Background: an optimization exercise with open tools, aiming at small area. Do not read the settings as production practice. In this exercise RTL edits were held to simulation tests only and were not proved equivalent to the original.

## flow/run.sh

```bash
#!/bin/bash
# synth_recipe.tcl (not shown) runs the flow's synth.tcl, then flattens the netlist and writes it again
# the make line also repeats each setting of config.mk as NAME=value (left out here)
make -C /OpenROAD-flow-scripts/flow DESIGN_CONFIG=/design/flow/config.mk WORK_HOME=/design/flow/orfs CLKGATE_MAP_FILE= SYNTH_SCRIPT=/design/flow/synth_recipe.tcl finish
```

## flow/config.mk

```make
export PLATFORM = sky130hd
export DESIGN_NAME = Recorder
export DESIGN_NICKNAME = Recorder
export VERILOG_FILES = /design/flow/design.v
export SDC_FILE = /design/flow/constraint.sdc
export NUM_CORES = 4
export LEC_CHECK = 0
export CAP_MARGIN = 20
export CORE_MARGIN = 2
export CORE_UTILIZATION = 40
export SLEW_MARGIN = 20
```

## flow/design.v

```verilog
parameter REC_NONE      = 4'd0;
parameter REC_PLAY      = 4'd1;
parameter REC_PAUSE     = 4'd2;
parameter REC_STOP      = 4'd3;
parameter REC_RECORD    = 4'd4;
parameter REC_NORMAL    = 2'd0;
parameter REC_SLOW      = 2'd1;
parameter REC_FAST      = 2'd2;
parameter REC_BUFSIZE   = 4;
parameter REC_BITLEN    = 16;
parameter REC_BITLOG    = 5;
parameter REC_FS        = 32000;  
module Debounce(
	input i_in,
	input i_clk,
	input i_rst,
	output o_debounced,
	output o_neg,
	output o_pos
);
	parameter CNT_N = 7;
	localparam CNT_BIT = $clog2(CNT_N+1);
	logic o_debounced_r, o_debounced_w;
	logic [CNT_BIT-1:0] counter_r, counter_w;
	logic neg_r, neg_w, pos_r, pos_w;
	assign o_debounced = o_debounced_r;
	assign o_pos = pos_r;
	assign o_neg = neg_r;
	always_comb begin
		if (i_in != o_debounced_r) begin
			counter_w = counter_r - 1;
		end else begin
			counter_w = CNT_N;
		end
		if (counter_r == 0) begin
			o_debounced_w = ~o_debounced_r;
		end else begin
			o_debounced_w = o_debounced_r;
		end
		pos_w = ~o_debounced_r &  o_debounced_w;
		neg_w =  o_debounced_r & ~o_debounced_w;
	end
	always_ff @(posedge i_clk or posedge i_rst) begin
		if (i_rst) begin
		o_debounced_r <= 1'b1;
		counter_r <= CNT_N;
		neg_r <= 1'b0;
		pos_r <= 1'b0;
		end else begin
		o_debounced_r <= o_debounced_w;
		counter_r <= counter_w;
		neg_r <= neg_w;
		pos_r <= pos_w;
		end
	end
endmodule
module InputController(
    input           i_clk,
    input           i_rst,
    input           i_btn_play,
    input           i_btn_pause,
    input           i_btn_stop,
    input           i_btn_record,
    input   [8:0]   i_sw_speed,
    input           i_sw_interpol,
    output logic [15:0]  o_input_event,       
    input i_stop_signal
);
    logic play_bit, pause_bit, stop_bit, record_bit;
    Debounce db1(.i_in(i_btn_play), .i_clk(i_clk), .i_rst(i_rst), .o_neg(play_bit));
    Debounce db2(.i_in(i_btn_pause), .i_clk(i_clk), .i_rst(i_rst), .o_neg(pause_bit));
    Debounce db3(.i_in(i_btn_stop), .i_clk(i_clk), .i_rst(i_rst), .o_neg(stop_bit));
    Debounce db4(.i_in(i_btn_record), .i_clk(i_clk), .i_rst(i_rst), .o_neg(record_bit));
    logic [3:0] mode;
    assign mode = {play_bit, pause_bit, stop_bit, record_bit};
    logic [3:0] control_code;
    logic [1:0] control_mode;
    logic [3:0] control_speed;
    logic       control_interpol;
    localparam PLAY   = 4'b1000;
    localparam PAUSE  = 4'b0100;
    localparam STOP   = 4'b0010;
    localparam RECORD = 4'b0001;
    localparam SLOW   = 2'b01;
    localparam FAST   = 2'b10;
    assign o_input_event = {control_code, control_mode, control_speed, control_interpol, 5'd0};
    always_ff @(posedge i_clk or posedge i_rst) begin
        if ( i_rst ) begin
            control_code <= 0;
			control_mode <= 0;
			control_speed <= 0;
			control_interpol <= 0;
        end else begin
            case(mode)
                PLAY: if (control_code != REC_RECORD) control_code <= REC_PLAY;
                PAUSE: if (control_code != REC_STOP) control_code <= REC_PAUSE;
                STOP: control_code <= REC_STOP;
                RECORD: if (control_code != REC_PLAY) control_code <= REC_RECORD;
                default: begin
                    if (i_stop_signal) control_code <= REC_STOP;
                    else control_code <= control_code;
                end
            endcase
            case (i_sw_speed[1:0])
                SLOW: control_mode <= REC_SLOW;
                FAST: control_mode <= REC_FAST;
                default: control_mode <= REC_NORMAL;
            endcase
            case(i_sw_speed[8:2])
                7'b0000001: control_speed <= 4'd2;
                7'b0000010: control_speed <= 4'd3;
                7'b0000100: control_speed <= 4'd4;
                7'b0001000: control_speed <= 4'd5;
                7'b0010000: control_speed <= 4'd6;
                7'b0100000: control_speed <= 4'd7;
                7'b1000000: control_speed <= 4'd8;
                default: control_speed <= 4'd1;
            endcase
            control_interpol <= i_sw_interpol;
        end
    end
endmodule
module AudioCore(
    input           i_clk,
    input           i_rst,
    input   [15:0]  i_event,                 
    output logic o_stop_signal,
    output logic from_adc_left_channel_ready,
    input  [15:0] from_adc_left_channel_data,
    input  from_adc_left_channel_valid,
    output logic from_adc_right_channel_ready,
    input  [15:0] from_adc_right_channel_data,
    input  from_adc_right_channel_valid,
    output logic [15:0] to_dac_left_channel_data,
    output logic to_dac_left_channel_valid,
    input  to_dac_left_channel_ready,
    output logic [15:0] to_dac_right_channel_data,
    output logic to_dac_right_channel_valid,
    input  to_dac_right_channel_ready,
    input  logic [15:0] SRAM_DQ,      
    output logic [15:0] SRAM_DQ_O,    
    output logic [19:0] SRAM_ADDR,    
    output logic        SRAM_WE_N,    
    output logic        SRAM_CE_N,    
    output logic        SRAM_OE_N,    
    output logic        SRAM_LB_N,    
    output logic        SRAM_UB_N     
);
    logic [3:0] control_code;   
    logic [1:0] control_mode;   
    logic [3:0] control_speed;  
    logic control_interpol;     
    assign control_code     = i_event[15:12];
    assign control_mode     = i_event[11:10];
    assign control_speed    = i_event[9:6];
    assign control_interpol = i_event[5];
    localparam IDLE = 0;
    localparam PLAY = 1;
    localparam PLAY_PAUSE = 2;
    localparam RECORD = 3;
    localparam RECORD_PAUSE = 4;
    localparam WRITE_DATALENGTH_BEFORE_STOP = 5;
    localparam WRITE_DATALENGTH_BEFORE_PAUSE = 6;
    localparam READ_LENGTH = 7;
    logic [2:0] state, n_state;
    logic [15:0] SRAM_DQ_prev, n_SRAM_DQ_prev;
    logic [3:0] slow_counter_r, slow_counter_w;
    logic [15:0] interpolation, n_interpolation;
    logic [31:0] data_length_r, data_length_w;
    logic writedatalength_counter_w, writedatalength_counter_r;
    logic [15:0] n_to_dac_left_channel_data, n_to_dac_right_channel_data;
    logic n_to_dac_left_channel_valid, n_to_dac_right_channel_valid;
    assign from_adc_right_channel_ready = 0;
    logic [15:0] n_SRAM_DQ;
    logic [19:0] n_SRAM_ADDR;
    localparam SRAM_NOT_SELECT = 5'b01000;
    localparam SRAM_READ       = 5'b10000;
    localparam SRAM_WRITE      = 5'b00000;
    assign SRAM_DQ_O = n_SRAM_DQ;
    logic n_o_stop_signal;
    always_ff @(posedge i_clk or posedge i_rst) begin
        if (i_rst) begin
            state <= IDLE;
            slow_counter_r <= 0;
            data_length_r <= 2;
            writedatalength_counter_r <= 0;
            SRAM_ADDR <= 0;
            SRAM_DQ_prev <= 0;
            to_dac_left_channel_valid <= 0;
            to_dac_right_channel_valid <= 0;
            to_dac_left_channel_data <= 0;
            to_dac_right_channel_data <= 0;
            o_stop_signal <= 0;
        end
        else begin
            state <= n_state;
            slow_counter_r <= slow_counter_w;
            data_length_r <= data_length_w;
            writedatalength_counter_r <= writedatalength_counter_w;
            SRAM_ADDR <= n_SRAM_ADDR;
            SRAM_DQ_prev <= n_SRAM_DQ_prev;
            to_dac_left_channel_valid  <= n_to_dac_left_channel_valid;
            to_dac_right_channel_valid <= n_to_dac_right_channel_valid;
            to_dac_left_channel_data <= n_to_dac_left_channel_data;
            to_dac_right_channel_data <= n_to_dac_right_channel_data;
            o_stop_signal <= n_o_stop_signal;
        end
    end
    always_comb begin
        n_state = state;
        slow_counter_w = slow_counter_r;
        data_length_w = data_length_r;
        writedatalength_counter_w = writedatalength_counter_r;
        n_SRAM_ADDR = SRAM_ADDR;
        from_adc_left_channel_ready = 0;
        n_SRAM_DQ = 16'd0;
        n_SRAM_DQ_prev = SRAM_DQ_prev;
        setSRAMenable(SRAM_NOT_SELECT);
        n_to_dac_left_channel_valid = to_dac_left_channel_valid;
        n_to_dac_right_channel_valid = to_dac_right_channel_valid;      
        n_to_dac_left_channel_data = to_dac_left_channel_data;
        n_to_dac_right_channel_data = to_dac_right_channel_data;
        interpolation = 0;
        n_o_stop_signal = 0;
        case (state)
            IDLE: begin
                n_to_dac_left_channel_valid = 0;
                n_to_dac_right_channel_valid = 0;
                case (control_code)
                    REC_PLAY: begin
                        n_state = READ_LENGTH;
                        n_SRAM_ADDR = 0;
                    end
                    REC_RECORD: begin
                        n_state = RECORD;
                        n_SRAM_ADDR = 2;
                    end
                endcase
            end
            READ_LENGTH: begin
                setSRAMenable(SRAM_READ);
                if (SRAM_ADDR == 0) begin
                    data_length_w[31:16] = SRAM_DQ;
					n_SRAM_ADDR = 1;
                    n_state = READ_LENGTH;
                end
                else if (SRAM_ADDR == 1) begin
                    data_length_w[15:0] = SRAM_DQ;
                    n_SRAM_ADDR = 2;
                    n_state = PLAY;
                    n_to_dac_left_channel_valid = 1;
                    n_to_dac_right_channel_valid = 1;
                    slow_counter_w = 0;
                end
            end
            PLAY: begin
                case (control_code)
                    REC_PAUSE: n_state = PLAY_PAUSE;
                    REC_STOP: n_state = IDLE;
                endcase
                if (SRAM_ADDR > data_length_r[19:0]) begin
                    n_o_stop_signal = 1;
                    n_state = IDLE;
                end
                else begin
                setSRAMenable(SRAM_READ);                
                case (control_mode)
                    REC_NORMAL: begin
                        slow_counter_w = 0;
                        if (to_dac_right_channel_ready && to_dac_right_channel_valid) begin
                            n_to_dac_left_channel_data = SRAM_DQ;
                            n_to_dac_right_channel_data = SRAM_DQ;
                            n_SRAM_ADDR = SRAM_ADDR + 1;
                        end
                    end
                    REC_SLOW: begin
                        if (to_dac_right_channel_ready && to_dac_right_channel_valid) begin
                            if (slow_counter_r == 0) begin
                                n_SRAM_DQ_prev = SRAM_DQ;
                                n_SRAM_ADDR = SRAM_ADDR + 1;
                            end
                            if (slow_counter_r >= control_speed - 1) slow_counter_w = 0;
                            else slow_counter_w = slow_counter_r + 1;
                            if (slow_counter_r == 0) begin
                                n_to_dac_left_channel_data = SRAM_DQ;
                                n_to_dac_right_channel_data = SRAM_DQ;
                            end
                            else if (control_interpol == 0) begin
                                n_to_dac_left_channel_data = SRAM_DQ_prev;
                                n_to_dac_right_channel_data = SRAM_DQ_prev;
                            end
                            else begin
                                Interpol(signed'(SRAM_DQ_prev), signed'(SRAM_DQ), signed'(control_speed),interpolation);
                                n_to_dac_left_channel_data = signed'(to_dac_left_channel_data) + signed'(interpolation);
                                n_to_dac_right_channel_data = signed'(to_dac_right_channel_data) + signed'(interpolation);
                            end
                        end                      
                    end
                    REC_FAST: begin
                        slow_counter_w = 0;                        
                        if (to_dac_right_channel_ready && to_dac_right_channel_valid) begin
                            n_to_dac_left_channel_data = SRAM_DQ;
                            n_to_dac_right_channel_data = SRAM_DQ;
                            n_SRAM_ADDR = SRAM_ADDR + control_speed;
                        end
                    end
                endcase
                end
            end
            PLAY_PAUSE: begin
                case (control_code)
                    REC_PLAY: begin
                        n_state = PLAY;
                        n_to_dac_left_channel_valid = 1;
                        n_to_dac_right_channel_valid = 1;
                    end
                    REC_STOP: n_state = IDLE;
                    REC_RECORD: begin
                        n_state = RECORD;
                        n_SRAM_ADDR = 2;   
                    end
                endcase
            end
            RECORD: begin
                case (control_code)
                    REC_PAUSE: begin
                        n_state = WRITE_DATALENGTH_BEFORE_PAUSE;
                        n_SRAM_ADDR = 0;
                        data_length_w = {12'd0, SRAM_ADDR};
                    end
                    REC_STOP: begin
                        n_state = WRITE_DATALENGTH_BEFORE_STOP;
                        n_SRAM_ADDR = 0;
                        data_length_w = {12'd0, SRAM_ADDR};
                    end
                endcase
                from_adc_left_channel_ready = 1;    
                if ( from_adc_left_channel_valid ) begin
                    setSRAMenable(SRAM_WRITE);
                    n_SRAM_DQ = from_adc_left_channel_data;
                    n_SRAM_ADDR = SRAM_ADDR + 1;
                end
            end
            RECORD_PAUSE: begin
                case (control_code)
                    REC_PLAY: begin
                        n_state = READ_LENGTH;
                        n_SRAM_ADDR = 0;
                    end
                    REC_STOP: n_state = IDLE;
                    REC_RECORD: n_state = RECORD;
                endcase
            end
            WRITE_DATALENGTH_BEFORE_STOP: begin
                setSRAMenable(SRAM_WRITE);             
                if (writedatalength_counter_r == 0) begin
                    n_state = WRITE_DATALENGTH_BEFORE_STOP;
                    n_SRAM_DQ = data_length_r[31:16];
                    n_SRAM_ADDR = SRAM_ADDR + 1;
                end
                else begin
                    n_state = IDLE;
                    n_SRAM_DQ = data_length_r[15:0];
                    n_SRAM_ADDR = SRAM_ADDR + 1;
                end
                writedatalength_counter_w = writedatalength_counter_r + 1;
            end
            WRITE_DATALENGTH_BEFORE_PAUSE: begin
                setSRAMenable(SRAM_WRITE);
                if (writedatalength_counter_r == 0) begin
                    n_state = WRITE_DATALENGTH_BEFORE_PAUSE;
                    n_SRAM_DQ = data_length_r[31:16];
                    n_SRAM_ADDR = SRAM_ADDR + 1;
                end
                else begin
                    n_state = RECORD_PAUSE;
                    n_SRAM_DQ = data_length_r[15:0];
                    n_SRAM_ADDR = data_length_r[19:0];
                end
                writedatalength_counter_w = writedatalength_counter_r + 1;
            end
        endcase
    end
task setSRAMenable;
    input [4:0] mode;
    begin
        SRAM_WE_N = mode[4];
        SRAM_CE_N = mode[3];
        SRAM_OE_N = mode[2];
        SRAM_LB_N = mode[1];
        SRAM_UB_N = mode[0];
    end    
endtask
task Interpol;
    input signed [15:0] data_prev, data; 
    input signed [3:0]  speed;
    output signed [15:0] interpol;
	logic signed [15:0] diff;
    diff = signed'(data) - signed'(data_prev);
    case (speed)
        4'd2:    interpol = ($signed(diff)>>>1);
        4'd3:    interpol = ($signed(diff)>>>2)+($signed(diff)>>>4)+($signed(diff)>>>6);
        4'd4:    interpol = $signed(diff) >>> 2;
        4'd5:    interpol = ($signed(diff)>>>3)+($signed(diff)>>>4)+($signed(diff)>>>6);
        4'd6:    interpol = ($signed(diff)>>>3)+($signed(diff)>>>5)+($signed(diff)>>>7);
        4'd7:    interpol = ($signed(diff)>>>3)+($signed(diff)>>>6)+($signed(diff)>>>9);
        4'd8:    interpol = $signed(diff) >>> 3;
        default: interpol = 16'd0;
    endcase
endtask
endmodule
module TimeCore(
    input i_clk,
    input i_rst,
    input [15:0] i_input_event,
    output logic [15:0]  o_record_time,
    output logic [15:0]  o_play_time 
);
    logic [2:0] state, n_state;
    localparam IDLE   = 3'd0;
    localparam RECORD = 3'd1;
    localparam PAUSE  = 3'd2;
    localparam STOP   = 3'd3;
    localparam PLAY   = 3'd4;
    logic [25:0] clk_counter, n_clk_counter;
    logic [3:0] increment;
    logic [2:0] sub_increment, n_sub_increment;
    logic       play_flag, n_play_flag;
    logic [3:0] rec_min_1, rec_min_0, rec_sec_1, rec_sec_0;
    logic [3:0] n_rec_min_1, n_rec_min_0, n_rec_sec_1, n_rec_sec_0;
    logic [3:0] play_min_1, play_min_0, play_sec_1, play_sec_0;
    logic [3:0] n_play_min_1, n_play_min_0, n_play_sec_1, n_play_sec_0;
    assign o_record_time = {rec_min_1, rec_min_0, rec_sec_1, rec_sec_0};
    assign o_play_time = {play_min_1, play_min_0, play_sec_1, play_sec_0};
    logic [3:0] control_code;
    logic [5:0] control_mode_and_speed;
    logic       control_interpol;
    assign control_code               = i_input_event[15:12];
    assign control_mode_and_speed     = i_input_event[11:6];
    assign control_interpol           = i_input_event[5];
    localparam SLOW2 = 6'b010010;
    localparam SLOW3 = 6'b010011;
    localparam SLOW4 = 6'b010100;
    localparam SLOW5 = 6'b010101;
    localparam SLOW6 = 6'b010110;
    localparam SLOW7 = 6'b010111;
    localparam SLOW8 = 6'b011000;
    localparam FAST2 = 6'b100010;
    localparam FAST3 = 6'b100011;
    localparam FAST4 = 6'b100100;
    localparam FAST5 = 6'b100101;
    localparam FAST6 = 6'b100110;
    localparam FAST7 = 6'b100111;
    localparam FAST8 = 6'b101000;
    always_ff @(posedge i_clk or posedge i_rst) begin
        if ( i_rst ) begin
            rec_min_1  <= 0;
            rec_min_0  <= 0;
            rec_sec_1  <= 0;
            rec_sec_0  <= 0;
            play_min_1 <= 0;
            play_min_0 <= 0;
            play_sec_1 <= 0;
            play_sec_0 <= 0;
            sub_increment <= 0;
            clk_counter <= 0;
            play_flag <= 0;
            state <= IDLE;
        end else begin
            rec_min_1  <= n_rec_min_1;
            rec_min_0  <= n_rec_min_0;
            rec_sec_1  <= n_rec_sec_1;
            rec_sec_0  <= n_rec_sec_0;
            play_min_1 <= n_play_min_1;
            play_min_0 <= n_play_min_0;
            play_sec_1 <= n_play_sec_1;
            play_sec_0 <= n_play_sec_0;
            clk_counter <= n_clk_counter;
            play_flag <= n_play_flag;
            sub_increment <= n_sub_increment;
            state <= n_state;
        end
    end
    always_comb begin
        n_state = state;
        n_clk_counter = clk_counter;
        case(control_code)
            REC_RECORD: n_state = RECORD;
            REC_PAUSE : n_state = PAUSE;
            REC_STOP  : n_state = STOP;
            REC_PLAY  : n_state = PLAY;
        endcase
        n_rec_min_1  = rec_min_1; 
        n_rec_min_0  = rec_min_0; 
        n_rec_sec_1  = rec_sec_1;
        n_rec_sec_0  = rec_sec_0;
        n_play_min_1 = play_min_1;
        n_play_min_0 = play_min_0;
        n_play_sec_1 = play_sec_1;
        n_play_sec_0 = play_sec_0;
        n_play_flag = play_flag;
        if (rec_sec_0 == 4'd10) begin
            n_rec_sec_0 = 0;
            n_rec_sec_1 = rec_sec_1 + 1;
        end
        if (rec_sec_1 == 4'd6) begin
            n_rec_sec_1 = 0;
            n_rec_min_0 = rec_min_0 + 1;
        end
        if (rec_min_0 == 4'd10) begin
            n_rec_min_0 = 0;
            n_rec_min_1 = rec_min_1 + 1;
        end
        if (play_sec_0 == 4'd10) begin
            n_play_sec_0 = 0;
            n_play_sec_1 = play_sec_1 + 1;
        end
        if (play_sec_1 == 4'd6) begin
            n_play_sec_1 = 0;
            n_play_min_0 = play_min_0 + 1;
        end
        if (play_min_0 == 4'd10) begin
            n_play_min_0 = 0;
            n_play_min_1 = play_min_1 + 1;
        end
        increment = 0;
        n_sub_increment = sub_increment + 1;
        case(control_mode_and_speed)
            FAST2: increment = 2;
            FAST3: increment = 3;
            FAST4: increment = 4;
            FAST5: increment = 5;
            FAST6: increment = 6;
            FAST7: increment = 7;
            FAST8: increment = 8;
            SLOW2: begin
                if(sub_increment == 1) begin 
                    increment = 1;
                    n_sub_increment = 0;
                end
            end
            SLOW3: begin
                if(sub_increment == 2) begin 
                    increment = 1;
                    n_sub_increment = 0;
                end
            end
            SLOW4: begin
                if(sub_increment == 3) begin 
                    increment = 1;
                    n_sub_increment = 0;
                end
            end
            SLOW5: begin
                if(sub_increment == 4) begin 
                    increment = 1;
                    n_sub_increment = 0;
                end
            end
            SLOW6: begin
                if(sub_increment == 5) begin 
                    increment = 1;
                    n_sub_increment = 0;
                end
            end
            SLOW7: begin
                if(sub_increment == 6) begin 
                    increment = 1;
                    n_sub_increment = 0;
                end
            end
            SLOW8: begin
                if(sub_increment == 7) begin 
                    increment = 1;
                    n_sub_increment = 0;
                end
            end
            default: increment = 1;
        endcase
        case(state)
            RECORD: begin
                if ( clk_counter == 26'd5000 ) begin
                    n_clk_counter = 0;
                    n_rec_sec_0 = rec_sec_0 + 1;
                end
                else begin
                    n_clk_counter = clk_counter + 1;
                end
                if (play_flag) begin
                    n_play_flag = 0;
                    n_clk_counter = 0;
                    n_rec_min_1 = 0;
                    n_rec_min_0 = 0;
                    n_rec_sec_1 = 0;
                    n_rec_sec_0 = 0;
                end
            end
            STOP: begin
                n_clk_counter = 0;
                n_play_min_1 = 0;
                n_play_min_0 = 0;
                n_play_sec_1 = 0;
                n_play_sec_0 = 0;
                n_sub_increment = 0;
                if (control_code == REC_RECORD) begin
                    n_rec_min_1 = 0;
                    n_rec_min_0 = 0;
                    n_rec_sec_1 = 0;
                    n_rec_sec_0 = 0;
                end
            end
            PLAY: begin
                n_play_flag = 1;
                if ( clk_counter >= 26'd5000 ) begin
                    n_clk_counter = 0;
                    n_play_sec_0 = play_sec_0 + 1;
                end
                else begin
                    n_clk_counter = clk_counter + increment;
                end
            end
        endcase
    end
endmodule
module LCD(
	output  [7:0] LCD_DATA,
	output LCD_RS,
	output LCD_EN,
	output LCD_ON,
	output LCD_RW,
	output LCD_BLON,
	output BUSY,
	input START,
	input CLEAR,
	input [7:0] CHARACTER,
	input [7:0] ADDRESS,
	input  i_rst,
	input  i_clk
);
    logic [2:0]  state, last_state;
    logic [7:0]  last_addr, addr, chr;
    logic [20:0] dly_val;
    logic [1:0]  init_idx;
    logic        writ_idx;
    logic        clear_idx;
    logic [4:0]  writ_count;
    logic [7:0]  data;
    logic        rs;
    logic        en;
    logic        busy;
    parameter BOOT_DLY  = 21'd1500;  
    parameter CLEAR_DLY = 21'd80;    
    parameter WRITE_DLY = 21'd22;    
    parameter AS_DLY    = 5'h4;       
    parameter EN_DLY    = 5'h1f;      
    parameter INIT = 3'h0;
    parameter IDLE = 3'h1;
    parameter COMD = 3'h2;
    parameter DATA = 3'h3;
    parameter WRIT = 3'h4;
    parameter WAIT = 3'h5;
    parameter CLER = 3'h6;
    assign LCD_DATA = data;
    assign LCD_RS = rs;
    assign LCD_EN = en;
    assign LCD_ON = 1;
    assign LCD_RW = 0;
    assign LCD_BLON = 1;
    assign BUSY = busy;
    always_ff @(posedge i_clk or posedge i_rst) begin
        if (i_rst) begin
            state <= WAIT;
            last_state <= INIT;
            last_addr <= 0;
            addr <= 0;
            chr <= 0;
            dly_val <= BOOT_DLY;
            init_idx <= 2'b0;
            writ_idx <= 1'b0;
            clear_idx <= 1'b0;
            writ_count <= 5'b0;
            data <= 8'h3f;
            rs <= 0;
            en <= 0;
            busy <= 1;
        end else begin
            case (state)
                INIT: begin
                    case(init_idx)
                        0: begin
                            addr <= 8'h38;  
                            last_state <= INIT;
                            state <= COMD;
                            init_idx <= 1;
                        end
                        1: begin
                            addr <= 8'h0C;  
                            last_state <= INIT;
                            state <= COMD;
                            init_idx <= 2;
                        end
                        2: begin
                            last_state <= INIT;
                            state <= CLER;
                            init_idx <= 3;
                        end
                        3: begin
                            addr <= 8'h06;  
                            last_state <= IDLE;
                            state <= COMD;
                            init_idx <= 0;
                        end
                    endcase
                end
                IDLE: begin
                    if(busy) busy <= 0;
                    else if(START) begin
                        busy <= 1;
                        addr <= {1'b1, ADDRESS[6:0]};
                        chr <= CHARACTER;
                        if(ADDRESS == last_addr+1) begin
                            state <= DATA;
                        end else begin
                            last_state <= DATA;
                            state <= COMD;
                        end
                    end else if(CLEAR) begin
                        busy <= 1;
                        state <= CLER;
                        last_state <= IDLE;
                    end else begin
                        busy <= 0;
                        en <= 0;
                    end
                end
                COMD: begin
                    en <= 0;
                    rs <= 0;
                    last_addr <= addr;
                    data <= addr;
                    state <= WRIT;
                    writ_count <= AS_DLY;
                end
                DATA: begin
                    en <= 0;
                    rs <= 1;
                    last_state <= IDLE;
                    data <= chr;
                    state <= WRIT;
                    writ_count <= AS_DLY;
                end
                WRIT: begin
                    case(writ_idx)
                        0: begin
                            if(writ_count != 0) writ_count <= writ_count -1;
                            else begin
                                writ_idx <= 1;
                                en <= 1;
                                writ_count <= EN_DLY;
                            end
                        end
                        1: begin
                            if(writ_count != 0) writ_count <= writ_count -1;
                            else begin
                                writ_idx <= 0;
                                en <= 0;
                                dly_val <= WRITE_DLY;
                                state <= WAIT;
                            end
                        end
                    endcase
                end
                WAIT: begin
                    if(dly_val > 0) begin
                        dly_val <= dly_val - 1;
                    end else begin
                        state <= last_state;
                        en <= 0;
                    end
                end
                CLER: begin
                    case(clear_idx)
                        0: begin
                            addr <= 8'h01;
                            clear_idx <= 1;
                            state <= COMD;
                            last_state <= CLER;
                        end
                        1: begin
                            dly_val <= CLEAR_DLY;
                            state <= WAIT;
                            last_state <= INIT;
                            clear_idx <= 0;
                        end
                    endcase
                end
            endcase
        end
    end
endmodule
module LCD_wrapper(
	output reg [7:0] CHARACTER,
	output reg [7:0] ADDRESS,
	output reg START,
	output reg CLEAR,
	input BUSY,
	input i_clk,
	input i_rst,
	input [15:0] STATUS,
	input [15:0] PLAY_TIME,
    input [15:0] TOT_TIME
);
    parameter REST   = 2'd0;
    parameter WRITE   = 2'd1;
    parameter CLEAR_LCD  = 2'd2;
    logic [3:0] control_code, curr_code;
    logic [15:0] curr_status;
    logic [1:0] control_mode;
    logic [3:0] control_speed;
    logic       control_interpol;
    logic [1:0] state;
    logic [7:0] address;
    logic       line;
    logic [3:0] play_min_ten, play_min_one, play_sec_ten, play_sec_one;
    logic [3:0] tot_min_ten,  tot_min_one,  tot_sec_ten,  tot_sec_one;
    assign control_code     = curr_status[15:12];
    assign control_mode     = curr_status[11:10];
    assign control_speed    = curr_status[9:6];
    assign control_interpol = curr_status[5];
    assign play_min_ten     = PLAY_TIME[15:12];
    assign play_min_one     = PLAY_TIME[11:8];
    assign play_sec_ten     = PLAY_TIME[7:4];
    assign play_sec_one     = PLAY_TIME[3:0];
    assign tot_min_ten      = TOT_TIME[15:12];
    assign tot_min_one      = TOT_TIME[11:8];
    assign tot_sec_ten      = TOT_TIME[7:4];
    assign tot_sec_one      = TOT_TIME[3:0];
    always_ff @(posedge i_clk or posedge i_rst) begin
        if ( i_rst ) begin
            curr_code <= REC_NONE;
            curr_status <= 16'd0;
            state <= CLEAR_LCD;
            CHARACTER <= 8'h00;
            ADDRESS <= 8'h00;
            START <= 1'b0;
            CLEAR <= 1'b0;
            address <= 8'h00;
            line <= 1'b0;
        end else begin
            case(state)
                WRITE: begin
                    if(!BUSY) begin
                        START <= 1;
					    CLEAR <= 0;
                        case(line)
                            1'b0: begin
                                case(control_code)
                                    REC_NONE: begin
                                        case(address)
                                            8'h00: begin
                                                ADDRESS <= 8'h00;
                                                CHARACTER <= 8'h49;  
                                                address <= 8'h01;
                                            end
                                            8'h01: begin
                                                ADDRESS <= 8'h01;
                                                CHARACTER <= 8'h64;  
                                                address <= 8'h02;
                                            end
                                            8'h02: begin
                                                ADDRESS <= 8'h02;
                                                CHARACTER <= 8'h6c;  
                                                address <= 8'h03;
                                            end
                                            8'h03: begin
                                                ADDRESS <= 8'h03;
                                                CHARACTER <= 8'h65;  
                                                address <= 8'h04;
                                            end
                                            8'h04: begin
                                                ADDRESS <= 8'h04;
                                                CHARACTER <= 8'h2e;  
                                                address <= 8'h05;
                                            end
                                            8'h05: begin
                                                ADDRESS <= 8'h05;
                                                CHARACTER <= 8'h2e;  
                                                address <= 8'h06;
                                            end
                                            8'h06: begin
                                                ADDRESS <= 8'h06;
                                                CHARACTER <= 8'h2e;  
                                                address <= 8'h40;
                                                line <= 1'b1;
                                            end
                                        endcase
                                    end
                                    REC_PLAY: begin
                                        case(address)
                                            8'h00: begin
                                                ADDRESS <= 8'h00;
                                                CHARACTER <= 8'h50;  
                                                address <= 8'h01;
                                            end
                                            8'h01: begin
                                                ADDRESS <= 8'h01;
                                                CHARACTER <= 8'h6c;  
                                                address <= 8'h02;
                                            end
                                            8'h02: begin
                                                ADDRESS <= 8'h02;
                                                CHARACTER <= 8'h61;  
                                                address <= 8'h03;
                                            end
                                            8'h03: begin
                                                ADDRESS <= 8'h03;
                                                CHARACTER <= 8'h79;  
                                                address <= 8'h05;
                                            end
                                            8'h05: begin
                                                ADDRESS <= 8'h05;
                                                CHARACTER <= 8'h30 + play_min_ten;
                                                address <= 8'h06;
                                            end
                                            8'h06: begin
                                                ADDRESS <= 8'h06;
                                                CHARACTER <= 8'h30 + play_min_one;
                                                address <= 8'h07;
                                            end
                                            8'h07: begin
                                                ADDRESS <= 8'h07;
                                                CHARACTER <= 8'h3a;  
                                                address <= 8'h08;
                                            end
                                            8'h08: begin
                                                ADDRESS <= 8'h08;
                                                CHARACTER <= 8'h30 + play_sec_ten;
                                                address <= 8'h09;
                                            end
                                            8'h09: begin
                                                ADDRESS <= 8'h09;
                                                CHARACTER <= 8'h30 + play_sec_one;
                                                address <= 8'h0a;
                                            end
                                            8'h0a: begin
                                                ADDRESS <= 8'h0a;
                                                CHARACTER <= 8'h2f;  
                                                address <= 8'h0b;
                                            end
                                            8'h0b: begin
                                                ADDRESS <= 8'h0b;
                                                CHARACTER <= 8'h30 + tot_min_ten;
                                                address <= 8'h0c;
                                            end
                                            8'h0c: begin
                                                ADDRESS <= 8'h0c;
                                                CHARACTER <= 8'h30 + tot_min_one;
                                                address <= 8'h0d;
                                            end
                                            8'h0d: begin
                                                ADDRESS <= 8'h0d;
                                                CHARACTER <= 8'h3a;  
                                                address <= 8'h0e;
                                            end
                                            8'h0e: begin
                                                ADDRESS <= 8'h0e;
                                                CHARACTER <= 8'h30 + tot_sec_ten;
                                                address <= 8'h0f;
                                            end
                                            8'h0f: begin
                                                ADDRESS <= 8'h0f;
                                                CHARACTER <= 8'h30 + tot_sec_one;
                                                address <= 8'h40;
                                                line <= 1'b1;
                                            end
                                        endcase
                                    end
                                    REC_PAUSE: begin
                                        case(address)
                                            8'h00: begin
                                                ADDRESS <= 8'h00;
                                                CHARACTER <= 8'h50;  
                                                address <= 8'h01;
                                            end
                                            8'h01: begin
                                                ADDRESS <= 8'h01;
                                                CHARACTER <= 8'h61;  
                                                address <= 8'h02;
                                            end
                                            8'h02: begin
                                                ADDRESS <= 8'h02;
                                                CHARACTER <= 8'h75;  
                                                address <= 8'h03;
                                            end
                                            8'h03: begin
                                                ADDRESS <= 8'h03;
                                                CHARACTER <= 8'h73;  
                                                address <= 8'h04;
                                            end
                                            8'h04: begin
                                                ADDRESS <= 8'h04;
                                                CHARACTER <= 8'h65;  
                                                address <= 8'h40;
                                                line <= 1'b1;
                                            end
                                        endcase
                                    end
                                    REC_STOP: begin
                                        case(address)
                                            8'h00: begin
                                                ADDRESS <= 8'h00;
                                                CHARACTER <= 8'h53;  
                                                address <= 8'h01;
                                            end
                                            8'h01: begin
                                                ADDRESS <= 8'h01;
                                                CHARACTER <= 8'h74;  
                                                address <= 8'h02;
                                            end
                                            8'h02: begin
                                                ADDRESS <= 8'h02;
                                                CHARACTER <= 8'h6f;  
                                                address <= 8'h03;
                                            end
                                            8'h03: begin
                                                ADDRESS <= 8'h03;
                                                CHARACTER <= 8'h70;  
                                                address <= 8'h40;
                                                line <= 1'b1;
                                            end
                                        endcase
                                    end
                                    REC_RECORD: begin
                                        case(address)
                                            8'h00: begin
                                                CHARACTER <= 8'h52;  
                                                ADDRESS <= 8'h00;
                                                address <= 8'h01;
                                            end
                                            8'h01: begin
                                                ADDRESS <= 8'h01;
                                                CHARACTER <= 8'h65;  
                                                address <= 8'h02;
                                            end
                                            8'h02: begin
                                                ADDRESS <= 8'h02;
                                                CHARACTER <= 8'h63;  
                                                address <= 8'h03;
                                            end
                                            8'h03: begin
                                                ADDRESS <= 8'h03;
                                                CHARACTER <= 8'h6f;  
                                                address <= 8'h04;
                                            end
                                            8'h04: begin
                                                ADDRESS <= 8'h04;
                                                CHARACTER <= 8'h72;  
                                                address <= 8'h05;
                                            end
                                            8'h05: begin
                                                ADDRESS <= 8'h05;
                                                CHARACTER <= 8'h64;  
                                                address <= 8'h06;
                                            end
                                            8'h06: begin
                                                ADDRESS <= 8'h06;
                                                CHARACTER <= 8'h69;  
                                                address <= 8'h07;
                                            end
                                            8'h07: begin
                                                ADDRESS <= 8'h07;
                                                CHARACTER <= 8'h6e;  
                                                address <= 8'h08;
                                            end
                                            8'h08: begin
                                                ADDRESS <= 8'h08;
                                                CHARACTER <= 8'h67;  
                                                address <= 8'h0b;
                                            end
                                            8'h0b: begin
                                                ADDRESS <= 8'h0b;
                                                CHARACTER <= 8'h30 + tot_min_ten;
                                                address <= 8'h0c;
                                            end
                                            8'h0c: begin
                                                ADDRESS <= 8'h0c;
                                                CHARACTER <= 8'h30 + tot_min_one;
                                                address <= 8'h0d;
                                            end
                                            8'h0d: begin
                                                ADDRESS <= 8'h0d;
                                                CHARACTER <= 8'h3a;  
                                                address <= 8'h0e;
                                            end
                                            8'h0e: begin
                                                ADDRESS <= 8'h0e;
                                                CHARACTER <= 8'h30 + tot_sec_ten;
                                                address <= 8'h0f;
                                            end
                                            8'h0f: begin
                                                ADDRESS <= 8'h0f;
                                                CHARACTER <= 8'h30 + tot_sec_one;
                                                address <= 8'h40;
                                                line <= 1'b1;
                                            end
                                        endcase
                                    end
                                endcase
                            end
                            1'b1: begin
                                case(address)
                                    8'h40: begin
                                        case(control_mode)
                                            REC_SLOW: begin
                                                CHARACTER <= 8'h2f;  
                                                ADDRESS <= 8'h40;
                                                address <= 8'h41;
                                            end
                                            REC_FAST: begin
                                                CHARACTER <= 8'h2a;  
                                                ADDRESS <= 8'h40;
                                                address <= 8'h41;
                                            end
											REC_NORMAL: begin
												address <= 8'h43;
											end
                                        endcase
                                    end
                                    8'h41: begin
                                        CHARACTER <= 8'h30+control_speed;
                                        ADDRESS <= 8'h41;
                                        address <= 8'h42;
                                    end
                                    8'h42: begin
                                        CHARACTER <= 8'h20;
                                        ADDRESS <= 8'h42;
                                        address <= 8'h43;
                                    end
                                    8'h43: begin
                                        case(control_interpol)
                                            1'b1: begin
                                                CHARACTER <= 8'h40;
                                            end
                                            1'b0: begin
                                                CHARACTER <= 8'h30;
                                            end
                                        endcase
                                        ADDRESS <= 8'h43;
                                        address <= 8'h44;
                                    end
                                    8'h44: begin
                                        if(control_code != REC_PLAY) begin
                                            address <= 8'h0;
                                            state <= REST;
                                        end else begin
                                            address <= 8'h0;
                                            state <= REST;
                                        end
                                    end
                                endcase
                            end
                        endcase
                    end
                end
                CLEAR_LCD: begin
                    if(!BUSY) begin
                        START <= 0;
                        CLEAR <= 1;
                        address <= 8'h0;
                        line <= 1'b0;
                        state <= WRITE;
                    end
                end
                REST: begin
                    START <= 0;
					CLEAR <= 0;
                    if(curr_status != STATUS) begin
                        curr_status <= STATUS;
                        state <= CLEAR_LCD;
                    end else begin
                        address <= 8'h0;
                        line <= 1'b0;
                        state <= WRITE;
                    end
                end
            endcase
        end
	end
endmodule
module Recorder (
    input               clk,
    input               rst,             
    input        [3:0]  key,
    input        [9:0]  sw,
    output logic        adc_ready,
    input        [15:0] adc_data,
    input               adc_valid,
    output logic [15:0] dac_data,
    output logic        dac_valid,
    input               dac_ready,
    input        [15:0] sram_dq_i,
    output logic [15:0] sram_dq_o,
    output logic [19:0] sram_addr,
    output logic        sram_we_n,
    output logic        sram_ce_n,
    output logic        sram_oe_n,
    output logic        sram_lb_n,
    output logic        sram_ub_n,
    output logic [7:0]  lcd_data,
    output logic        lcd_rs,
    output logic        lcd_en,
    output logic [6:0]  HEX0,
    output logic [6:0]  HEX1,
    output logic [6:0]  HEX2,
    output logic [6:0]  HEX3,
    output logic [6:0]  HEX4,
    output logic [6:0]  HEX5,
    output logic [6:0]  HEX6,
    output logic [6:0]  HEX7,
    output logic        led_stop
);
    wire    [15:0]  w_input_event;
    logic           w_stop_signal, n_stop_signal;
    wire    [15:0]  w_dac_right_data;
    wire            w_dac_right_valid;
    always_comb begin
        HEX0 = 7'd0;
        HEX1 = 7'd0;
        HEX2 = 7'd0;
        HEX3 = 7'd0;
        HEX4 = 7'd0;
        HEX5 = 7'd0;
        HEX6 = 7'd0;
        HEX7 = 7'd0;
        case(w_input_event[15:12])
            4'd1: HEX3 = 7'h7F;
            4'd2: HEX2 = 7'h7F;
            4'd3: HEX1 = 7'h7F;
            4'd4: HEX0 = 7'h7F;
        endcase
        case (w_input_event[11:10])
            2'b00: HEX4 = 7'h7F;
            2'b01: HEX5 = 7'h7F;
            2'b10: HEX6 = 7'h7F;
        endcase
        if(w_stop_signal) led_stop = 1;
        else led_stop = 0;
    end
    always_ff @(posedge clk) begin
        w_stop_signal <= n_stop_signal;
    end
    InputController inputController(
        .i_clk(clk),
        .i_rst(rst),
        .i_btn_play(key[3]),
        .i_btn_pause(key[2]),
        .i_btn_stop(key[1]),
        .i_btn_record(key[0]),
        .i_sw_speed(sw[8:0]),
        .i_sw_interpol(sw[9]),
        .o_input_event(w_input_event),
        .i_stop_signal(w_stop_signal)
    );
    AudioCore recorder(
        .i_clk(clk),
        .i_rst(rst),
        .i_event(w_input_event),
        .o_stop_signal(n_stop_signal),
        .from_adc_left_channel_ready(adc_ready),
        .from_adc_left_channel_data(adc_data),
        .from_adc_left_channel_valid(adc_valid),
        .from_adc_right_channel_ready(),
        .from_adc_right_channel_data(16'd0),
        .from_adc_right_channel_valid(1'b0),
        .to_dac_left_channel_data(dac_data),
        .to_dac_left_channel_valid(dac_valid),
        .to_dac_left_channel_ready(dac_ready),
        .to_dac_right_channel_data(w_dac_right_data),
        .to_dac_right_channel_valid(w_dac_right_valid),
        .to_dac_right_channel_ready(dac_ready),
        .SRAM_DQ(sram_dq_i),
        .SRAM_DQ_O(sram_dq_o),
        .SRAM_ADDR(sram_addr),
        .SRAM_WE_N(sram_we_n),
        .SRAM_CE_N(sram_ce_n),
        .SRAM_OE_N(sram_oe_n),
        .SRAM_LB_N(sram_lb_n),
        .SRAM_UB_N(sram_ub_n)
    );
    wire [7:0] w_character;
    wire [7:0] w_address;
    wire w_start;
    wire w_clear;
    wire w_busy;
    wire w_lcd_on, w_lcd_rw, w_lcd_blon;
    LCD lcd(
        .LCD_DATA(lcd_data),
        .LCD_RS(lcd_rs),
        .LCD_EN(lcd_en),
        .LCD_ON(w_lcd_on),
        .LCD_RW(w_lcd_rw),
        .LCD_BLON(w_lcd_blon),
        .BUSY(w_busy),
        .START(w_start),
        .CLEAR(w_clear),
        .CHARACTER(w_character),
        .ADDRESS(w_address),
        .i_rst(rst),
        .i_clk(clk)
    );
    wire [15:0] w_record_time;
    wire [15:0] w_play_time;
    LCD_wrapper wrapper(
        .CHARACTER(w_character),
        .ADDRESS(w_address),
        .START(w_start),
        .CLEAR(w_clear),
        .BUSY(w_busy),
        .i_clk(clk),
        .i_rst(rst),
        .STATUS(w_input_event),
        .PLAY_TIME(w_play_time),
        .TOT_TIME(w_record_time)
    );
    TimeCore timeCore(
        .i_clk(clk),
        .i_rst(rst),
        .i_input_event(w_input_event),
        .o_record_time(w_record_time),
        .o_play_time(w_play_time)
    );
endmodule
```

## flow/constraint.sdc

```tcl
create_clock -name core_clock -period 20.0 [get_ports {clk}]
set_input_delay 4.0000 -clock core_clock [delete_from_list [all_inputs] [get_ports {clk}]]
set_output_delay 4.0000 -clock core_clock [all_outputs]
set_load 0.01 [all_outputs]
```

==> flow_metrics.py <==
metrics = {
    "run_status": {
        "outcome": "timing/DRC/antenna clean",
    },
    "routing": {
        "final_antenna_net_count": 0,
        "detail_route.vias_per_cell": 5.77,
        "initialDrtViolationCount": 1614,
        "routed-via-count": 21400,
        "wire_per_inst_um": 19.1,
        "detail_route.drc_violations": 0,
        "first_pass_detailed_route_iteration_total": 5,
        "totalWireLength_um": 70900,
    },
    "yosys": {
        "synth.ff_latch_count": 290,
        "synth.yosys.seq_area_share": 0.313,
        "synth_compound_area_frac": 0.222,
        "synth_enable_flop_cells": 0,
        "ys.warnings.count": 7,
        "synth_xor_xnor_area_share": 0.0647,
        "synth_top_area_cell": "sky130_fd_sc_hd__dfrtp_1",
        "post_synth_and_or_nand_nor_area_fraction": 0.192,
        "postSynthAreaPerCell_um2": 8.10,
        "synthesis.area_um2": 23300,
        "synth_top_family_by_area": "compound AO/OA/AOI/OAI gates",
        "ys.flop_type": "sky130_fd_sc_hd__dfrtp_1",
        "ys_types": 83,
        "synthCells": 2875,
        "synth_top_area_share": 0.274,
        "synth_area_leaders": "sky130_fd_sc_hd__dfrtp_1, sky130_fd_sc_hd__ha_1, sky130_fd_sc_hd__o21ai_0",
        "arithmetic_cell_share_of_the_synthesized_area_counting_full_adders_half_adders_and_majority_gates": 0.110,
        "yosys-mux-area-fraction": 0.0342,
        "synthArstFlopShare": 0.997,
    },
    "die": {
        "start_util": 0.404,
        "die_x_um": 245,
        "top_level_ports": 176,
        "die_y_um": 245,
        "floorplan.rows": 88,
        "core_area_um2": 57600,
        "die_footprint_um2": 60100,
    },
    "placed_design": {
        "place.detailed.hpwl_um": 52200,
        "gp_routability_congestion": 0.900,
        "pre_cts_slack_ns": 8.02,
        "post_detailed_placement_cell_area_um2": 25200,
        "dp.cells": 3643,
        "port-buffer-count": 165,
    },
    "clocking": {
        "numClockSinks": 290,
        "htree_levels": 2,
        "cts.clk_slew.worst_paths_ns": 0.06,
        "worst_skew_pair.late_latency_ns": 0.57,
        "cts_hold_buffers": 0,
        "cts_inserted_buffers": 37,
        "cts_tree": "built",
        "number_of_cells_upsized_or_downsized_after_cts": 0,
        "clockBufferDepth": 3,
        "clk_root_buffer_cell": "sky130_fd_sc_hd__clkbuf_16",
        "post_cts_buffers": 0,
    },
    "global_routing": {
        "overflow": 0,
        "largest_net_degree_at_the_start_of_global_routing": 87,
        "number_of_global_route_vias_before_repair": 20800,
        "globalRouteTotalUtil": 0.234,
        "grt_first_pass_wirelength_um": 114000,
        "antenna_found_initial": 3,
    },
    "timing": {
        "finalSetupViolations": 0,
        "whs_ns": 0.363,
        "max_slew_headroom": 0.342,
        "share_of_the_clock_period_used_by_the_worst_path_after_layout": 0.578,
        "final.setup_skew_ns": 0.0227,
        "tightest_slew_ns": 0.986,
        "final.setup.tns_ns": 0,
        "fmaxAchievable_ghz": 0.0866,
        "slew_viol_final": 0,
        "timing.final.crit_period_ns": 11.55,
        "timing.final.hold_violations": 0,
        "grt_setup_unrepaired": "no",
        "finalWorstSetupSlack_ns": 8.45,
    },
    "final_layout": {
        "final_layout_size_suffix_gt1_frac": 0.0675,
        "n_antenna_cell": 0,
        "fillerInstances": 5617,
        "most_common_cell_after_layout_fill_and_taps_aside": "sky130_fd_sc_hd__nand2_1",
        "final_core_utilization": 0.461,
        "stdcell_count": 3711,
        "syn2layout_area_growth_pct": 14.0,
        "layout.nets": 3157,
        "leading_cell_types_in_the_layout_fill_and_taps_excluded": "sky130_fd_sc_hd__nand2_1, sky130_fd_sc_hd__nor2_1, sky130_fd_sc_hd__o21ai_0",
        "layout.cell_area.non_filler_um2": 26600,
    },
    "hold_path": {
        "holdPathStages": 0,
        "min-delay-start": "recorder.o_stop_signal",
        "timing.hold.worst_endpoint": "w_stop_signal",
        "holdCritPathClass": "flip-flop to flip-flop",
    },
    "worst_setup_path": {
        "rr_endpoint": "recorder.to_dac_left_channel_data[15]",
        "worst_ep_required_time_ns": 20.48,
        "arrival_time_reported_for_the_critical_path_endpoint_ns": 12.03,
        "worst_path_most_repeated_cell": "sky130_fd_sc_hd__a21o_1",
        "critPathKind": "primary input to flip-flop",
        "cp-start-kind": "primary input",
        "critPathCaptureType": "flip-flop",
        "r2r-start": "recorder.SRAM_DQ_prev[2]",
        "worstSetupStartpoint": "sram_dq_i[2]",
        "cp_max_fo": 9,
        "r2r.worst_path.cells": 34,
        "timing.reg2reg.setup_slack_ns": 12.01,
        "critical_path.max_stage_delay_ns": 0.67,
        "slowest_stage": "sky130_fd_sc_hd__a2111oi_0",
    },
    "flow_run": {
        "max_cap_violations": 0,
    },
}
Yosys cell counts (all sizes together), types with 13 or more instances:
cell type / n
dfrtp: 255
nor3: 64
nand2: 343
ha: 166
dfstp: 34
a31oi: 36
o22ai: 36
a22o: 16
nor4: 32
nand2b: 33
a221oi: 17
a21o: 46
nand4: 27
or3: 13
o31ai: 23
mux2i: 38
o21bai: 14
o21a: 17
nor2: 279
fa: 24
nor2b: 43
o21ai: 276
a21oi: 198
or2: 15
o2bb2ai: 13
mux2: 37
o221ai: 16
and2: 28
xor2: 86
a211oi: 28
inv: 138
buf: 65
o211ai: 14
and3: 16
nand3: 53
xnor2: 85
clkbuf: 135
routing by layer:
layer,GRT usage,part of all wire,wire (um),vias to the layer above
li1,-,-,-,10200
met1,0.309,0.44,31200,10400
met2,0.391,0.48,33700,627
met3,0.0341,0.054,3840,129
met4,0.0744,0.030,2120,6
met5,0,0.00049,35,-
cell families (layout without fill, tap and decap cells):
family                     count (synthesis)  in the layout
other                                      1             10
adders and majority gates                190            190
buffers and inverters                    340            402
and+or+nand+nor                          974            974
muxes                                     75             75
DFF                                      290            290
xor gates and xnor gates                 171            171
AOI/OAI and AO/OA                        834            834
worst max-delay path by stage:
| stage | endpoint |
|---|---|
| after floorplan | inputController.control_code[0] |
| after global placement | recorder.to_dac_left_channel_data[15] |
| after detailed placement | recorder.to_dac_left_channel_data[15] |
| after CTS | recorder.to_dac_left_channel_data[15] |
| after global routing | recorder.to_dac_left_channel_data[15] |
| final | recorder.to_dac_left_channel_data[15] |
critical path: cells and delay by family:
| kind | cells | cell delay (ns) |
|---|---|---|
| adders and majority gates | 4 | 1.42 |
| and+or+nand+nor | 4 | 0.88 |
| buffers and inverters | 2 | 0.79 |
| AOI/OAI and AO/OA | 22 | 4.28 |
| xor gates and xnor gates | 2 | 0.63 |
state kept, by name, indices dropped and copies added (netlist names), 5 cells and up:
| register | flops |
|---|---|
| lcd.addr | 7 |
| lcd.dly_val | 21 |
| recorder.SRAM_ADDR | 20 |
| recorder.SRAM_DQ_prev | 16 |
| recorder.to_dac_left_channel_data | 16 |
| recorder.data_length_r | 32 |
| timeCore.clk_counter | 26 |
| lcd.data | 8 |
| lcd.writ_count | 5 |
| wrapper.curr_status | 10 |
| wrapper.CHARACTER | 7 |
| wrapper.address | 5 |
| lcd.chr | 7 |
| lcd.last_addr | 7 |
| wrapper.ADDRESS | 5 |
area by class of cell:
cell class	count	area [um2]	area share
Timing Repair Buffer	194	1870	0.0704
Multi-Input combinational cell	2254	14600	0.549
Sequential cell	290	7290	0.275
Clock inverter	13	199	0.00749
Clock buffer	55	1110	0.0419
Tap cell	765	957	0.0361
Inverter	140	533	0.0201

-- separate check: timing with driven ports --
The flow's constraints put no driver on any port. The routed layout listed below was extracted and timed again, unchanged, in two steps.
Step 1 sets driving cells, clkbuf_16 on the clock port and buf_2 on the other inputs (assumed; they add their load-dependent delay and slew).
Step 2 times the ports against the registers' clock, not the clock port: input delays grow and output delays shrink by t, the midpoint of the rising clock arrivals with the driver on.
a / b / c = ideal ports / drivers / drivers and shift; a / b = the first two.
t (ns): 0.619
setup slack, ns: 8.447 / 8.487 / 7.868
worst hold slack (ns): 0.363 / 0.363 / 0.363
clock arrival spread, ns: 0.023 / 0.023
After both steps setup and hold are still met in this run. The setup slack of this run moves by +0.040 ns with the drivers and by -0.579 ns with both steps.
